Background: an optimization exercise with open tools, aiming at small area. Do not read the settings as production practice. RTL that was checked went through simulation tests only; none was proved equivalent to the original. Power figures rest on the tool's default switching activity, not on a simulated workload.

rev 12:
==> flow/design.v <==
module datapath (datapath_in, vsel, asel, bsel, loada, loadb, loadc, loads,
                 writenum, write, readnum, clk, ALUop, shift, datapath_out, status);
  input  [15:0] datapath_in;
  input  [0:0]  vsel, asel, bsel, loada, loadb, loadc, loads;
  input  [2:0]  writenum;
  input  [0:0]  write;
  input  [2:0]  readnum;
  input  [0:0]  clk;
  input  [1:0]  ALUop;
  input  [1:0]  shift;
  output [15:0] datapath_out;
  output [0:0]  status;
  reg [15:0] R0, R1, R2, R3, R4, R5, R6, R7, A, B, C;
  reg        S;
  assign datapath_out = C;
  assign status = S;
  wire [7:0]  we, rs;
  wire [15:0] data_in;
  wire [15:0] rf, bb, alu, p, g;
  wire [16:0] cy;
  wire        zero;
  wire        t0, t1, t2, t03, nbi, sub, andop;
  wire [2:0] wn, rn;
  genvar k;
  generate
    for (k = 0; k < 3; k = k + 1) begin : dinv
      dp_inv iw (.a(writenum[k]), .y(wn[k]));
      dp_inv ir (.a(readnum[k]), .y(rn[k]));
    end
    for (k = 0; k < 8; k = k + 1) begin : dec
      dp_and4 dw (.a(write[0]), .b(k & 4 ? writenum[2] : wn[2]), .c(k & 2 ? writenum[1] : wn[1]),
                  .d(k & 1 ? writenum[0] : wn[0]), .y(we[k]));
      dp_and3 dr (.a(k & 4 ? readnum[2] : rn[2]), .b(k & 2 ? readnum[1] : rn[1]),
                  .c(k & 1 ? readnum[0] : rn[0]), .y(rs[k]));
    end
  endgenerate
  dp_ctl  ctl  (.ALUop(ALUop), .bsel(bsel[0]), .shift(shift), .t0(t0), .t1(t1),
                .t2(t2), .t03(t03), .nbi(nbi), .sub(sub), .andop(andop));
  always @(posedge clk) begin
    if (we[0]) R0 <= data_in;
    if (we[1]) R1 <= data_in;
    if (we[2]) R2 <= data_in;
    if (we[3]) R3 <= data_in;
    if (we[4]) R4 <= data_in;
    if (we[5]) R5 <= data_in;
    if (we[6]) R6 <= data_in;
    if (we[7]) R7 <= data_in;
    if (loada) A <= rf;
    if (loadb) B <= rf;
    if (loadc) C <= alu;
    if (loads) S <= zero;
  end
  assign cy[0] = sub;
  genvar i;
  generate
    for (i = 0; i < 16; i = i + 1) begin : sl
      wire dn;
      dp_mux2i dm (.a0(C[i]), .a1(datapath_in[i]), .s(vsel[0]), .y(dn));
      dp_inv   di (.a(dn), .y(data_in[i]));
      wire y1, y2;
      dp_aoi222 ra (.a1(rs[0]), .a2(R0[i]), .b1(rs[1]), .b2(R1[i]), .c1(rs[2]), .c2(R2[i]), .y(y1));
      dp_aoi222 rb (.a1(rs[3]), .a2(R3[i]), .b1(rs[4]), .b2(R4[i]), .c1(rs[5]), .c2(R5[i]), .y(y2));
      dp_rdtail rc (.y1(y1), .y2(y2), .a1(rs[6]), .a2(R6[i]), .b1(rs[7]), .b2(R7[i]), .y(rf[i]));
      if (i == 0) begin : b0
        wire ns;
        dp_aoi22 sa (.a1(t0), .a2(B[0]), .b1(t2), .b2(B[1]), .y(ns));
        dp_immx  sb (.ns(ns), .nbi(nbi), .d(datapath_in[0]), .sub(sub), .bb(bb[0]));
      end else if (i < 5) begin : imm
        wire ns;
        dp_aoi222 sa (.a1(t0), .a2(B[i]), .b1(t1), .b2(B[i-1]), .c1(t2), .c2(B[i+1]), .y(ns));
        dp_immx   sb (.ns(ns), .nbi(nbi), .d(datapath_in[i]), .sub(sub), .bb(bb[i]));
      end else if (i < 15) begin : mid
        dp_opb ob (.t0(t0), .t1(t1), .t2(t2), .b(B[i]), .bl(B[i-1]), .br(B[i+1]),
                   .sub(sub), .bb(bb[i]));
      end else begin : hi
        dp_opb15 ob (.t03(t03), .t1(t1), .b(B[15]), .bl(B[14]), .sub(sub), .bb(bb[15]));
      end
      wire xn;
      dp_nand2 an (.a(asel[0]), .b(A[i]), .y(xn));
      if (i % 2 == 0) begin : ev
        dp_xnor2 pp (.a(xn), .b(bb[i]), .y(p[i]));
        dp_and3  gg (.a(asel[0]), .b(A[i]), .c(bb[i]), .y(g[i]));
        dp_sum0  sm (.p(p[i]), .ci(cy[i]), .g(g[i]), .andop(andop), .r(alu[i]));
      end else begin : od
        dp_xor2  pp (.a(xn), .b(bb[i]), .y(p[i]));
        dp_nand3 gg (.a(asel[0]), .b(A[i]), .c(bb[i]), .y(g[i]));
        wire sn;
        dp_sn1   sx (.p0(p[i-1]), .g0(g[i-1]), .pn1(p[i]), .ci(cy[i-1]), .sn(sn));
        dp_mux2i sm (.a0(sn), .a1(g[i]), .s(andop), .y(alu[i]));
        if (i < 15) begin : cc
          dp_cy2 cy2 (.p0(p[i-1]), .g0(g[i-1]), .pn1(p[i]), .gn1(g[i]), .ci(cy[i-1]),
                      .co(cy[i+1]));
        end
      end
    end
  endgenerate
  wire [7:0] zp;
  wire [1:0] zq;
  generate
    for (k = 0; k < 8; k = k + 1) begin : zt
      dp_nor2 z0 (.a(alu[2*k]), .b(alu[2*k+1]), .y(zp[k]));
    end
  endgenerate
  dp_nand4 z1 (.a(zp[0]), .b(zp[1]), .c(zp[2]), .d(zp[3]), .y(zq[0]));
  dp_nand4 z2 (.a(zp[4]), .b(zp[5]), .c(zp[6]), .d(zp[7]), .y(zq[1]));
  dp_nor2  z3 (.a(zq[0]), .b(zq[1]), .y(zero));
endmodule
module dp_ctl (input [1:0] ALUop, input bsel, input [1:0] shift,
               output t0, t1, t2, t03, nbi, sub, andop);
  wire pass = ALUop[1] & ALUop[0];
  wire e = bsel & ~pass;
  assign t0 = e & ~shift[1] & ~shift[0];
  assign t1 = e & ~shift[1] & shift[0];
  assign t2 = e & shift[1];
  assign t03 = e & ~(shift[1] ^ shift[0]);
  assign nbi = ~bsel & ~pass;
  assign sub = ~ALUop[1] & ALUop[0];
  assign andop = ALUop[1] & ~ALUop[0];
endmodule
module dp_aoi222 (input a1, a2, b1, b2, c1, c2, output y);
  assign y = ~((a1 & a2) | (b1 & b2) | (c1 & c2));
endmodule
module dp_aoi22 (input a1, a2, b1, b2, output y);
  assign y = ~((a1 & a2) | (b1 & b2));
endmodule
module dp_rdtail (input y1, y2, a1, a2, b1, b2, output y);
  assign y = ~(y1 & y2 & ~((a1 & a2) | (b1 & b2)));
endmodule
module dp_immx (input ns, nbi, d, sub, output bb);
  wire nbin = ns & ~(nbi & d);
  assign bb = ~(nbin ^ sub);
endmodule
module dp_opb (input t0, t1, t2, b, bl, br, sub, output bb);
  wire nbin = ~((t0 & b) | (t1 & bl) | (t2 & br));
  assign bb = ~(nbin ^ sub);
endmodule
module dp_opb15 (input t03, t1, b, bl, sub, output bb);
  wire nbin = ~((t03 & b) | (t1 & bl));
  assign bb = ~(nbin ^ sub);
endmodule
module dp_nand2 (input a, b, output y);
  assign y = ~(a & b);
endmodule
module dp_nand3 (input a, b, c, output y);
  assign y = ~(a & b & c);
endmodule
module dp_and3 (input a, b, c, output y);
  assign y = a & b & c;
endmodule
module dp_xor2 (input a, b, output y);
  assign y = a ^ b;
endmodule
module dp_xnor2 (input a, b, output y);
  assign y = ~(a ^ b);
endmodule
module dp_sum0 (input p, ci, g, andop, output r);
  assign r = andop ? g : (p ^ ci);
endmodule
module dp_sn1 (input p0, g0, pn1, ci, output sn);
  wire c1n = ~(g0 | (p0 & ci));
  assign sn = ~(pn1 ^ c1n);
endmodule
module dp_cy2 (input p0, g0, pn1, gn1, ci, output co);
  wire c1n = ~(g0 | (p0 & ci));
  assign co = ~(gn1 & (pn1 | c1n));
endmodule
module dp_inv (input a, output y);
  assign y = ~a;
endmodule
module dp_and4 (input a, b, c, d, output y);
  assign y = a & b & c & d;
endmodule
module dp_mux2i (input a0, a1, s, output y);
  assign y = ~(s ? a1 : a0);
endmodule
module dp_nand4 (input a, b, c, d, output y);
  assign y = ~(a & b & c & d);
endmodule
module dp_nor2 (input a, b, output y);
  assign y = ~(a | b);
endmodule
clock: 5.0 ns
lec_check: 0
cap_margin: 0
core_margin: 2
core_utilization: 60
cts_buf_list: sky130_fd_sc_hd__clkbuf_8
gpl_timing_driven: 0
slew_margin: 0
synth_hierarchical: 1
tns_end_percent: 0
run.sh (not shown) runs the stock make flow with config.mk's settings and CLKGATE_MAP_FILE= SYNTH_SCRIPT=/design/flow/synth_recipe.tcl, a recipe that flattens the netlist after the stock synthesis.
Modified inputs, rev 13 compared to rev 12
-- flow/design.v --
<<< rev 12, line 95
    end
  endgenerate
  wire [7:0] zp;
  wire [1:0] zq;
  generate
    for (k = 0; k < 8; k = k + 1) begin : zt
      dp_nor2 z0 (.a(alu[2*k]), .b(alu[2*k+1]), .y(zp[k]));
    end
  endgenerate
  dp_nand4 z1 (.a(zp[0]), .b(zp[1]), .c(zp[2]), .d(zp[3]), .y(zq[0]));
  dp_nand4 z2 (.a(zp[4]), .b(zp[5]), .c(zp[6]), .d(zp[7]), .y(zq[1]));
  dp_nor2  z3 (.a(zq[0]), .b(zq[1]), .y(zero));
endmodule
module dp_ctl (input [1:0] ALUop, input bsel, input [1:0] shift,
>>> rev 13, line 95
    end
  endgenerate
  dp_zero zr (.r(alu), .zero(zero));
endmodule
module dp_ctl (input [1:0] ALUop, input bsel, input [1:0] shift,
<<< rev 12, line 174
  assign y = ~(s ? a1 : a0);
endmodule
module dp_nand4 (input a, b, c, d, output y);
  assign y = ~(a & b & c & d);
endmodule
module dp_nor2 (input a, b, output y);
  assign y = ~(a | b);
endmodule
>>> rev 13, line 165
  assign y = ~(s ? a1 : a0);
endmodule
module dp_zero (input [15:0] r, output zero);
  assign zero = ~|r;
endmodule
### Flow results
Relative to rev 12, critical path depth decreased by 3.7% in rev 13. The post-route clock period utilization of rev 13 is lower than that of rev 12. Changes observed in rev 13 relative to rev 12: net switching component of the power increased by about 1.5% relative to the old numbers; maximum root-to-sink buffer count closely matched the old numbers. The run showing the greater headroom to the max-slew limit is rev 13. Rev 13 supports a higher top clock frequency than rev 12. Going from rev 12 to rev 13, number of cells upsized or downsized after cts grows by 2. Rev 13 vs. rev 12: met2 wire length decreased by about 1.1% relative to the old numbers, number of inserted filler cells in the final layout dropped 58, number of ordinary and repair buffers in the finished layout down 3, global-route wire length before repair shows a reduction of about 2.3%.
Function not checked in rev 12: the RTL went through the layout flow alone.
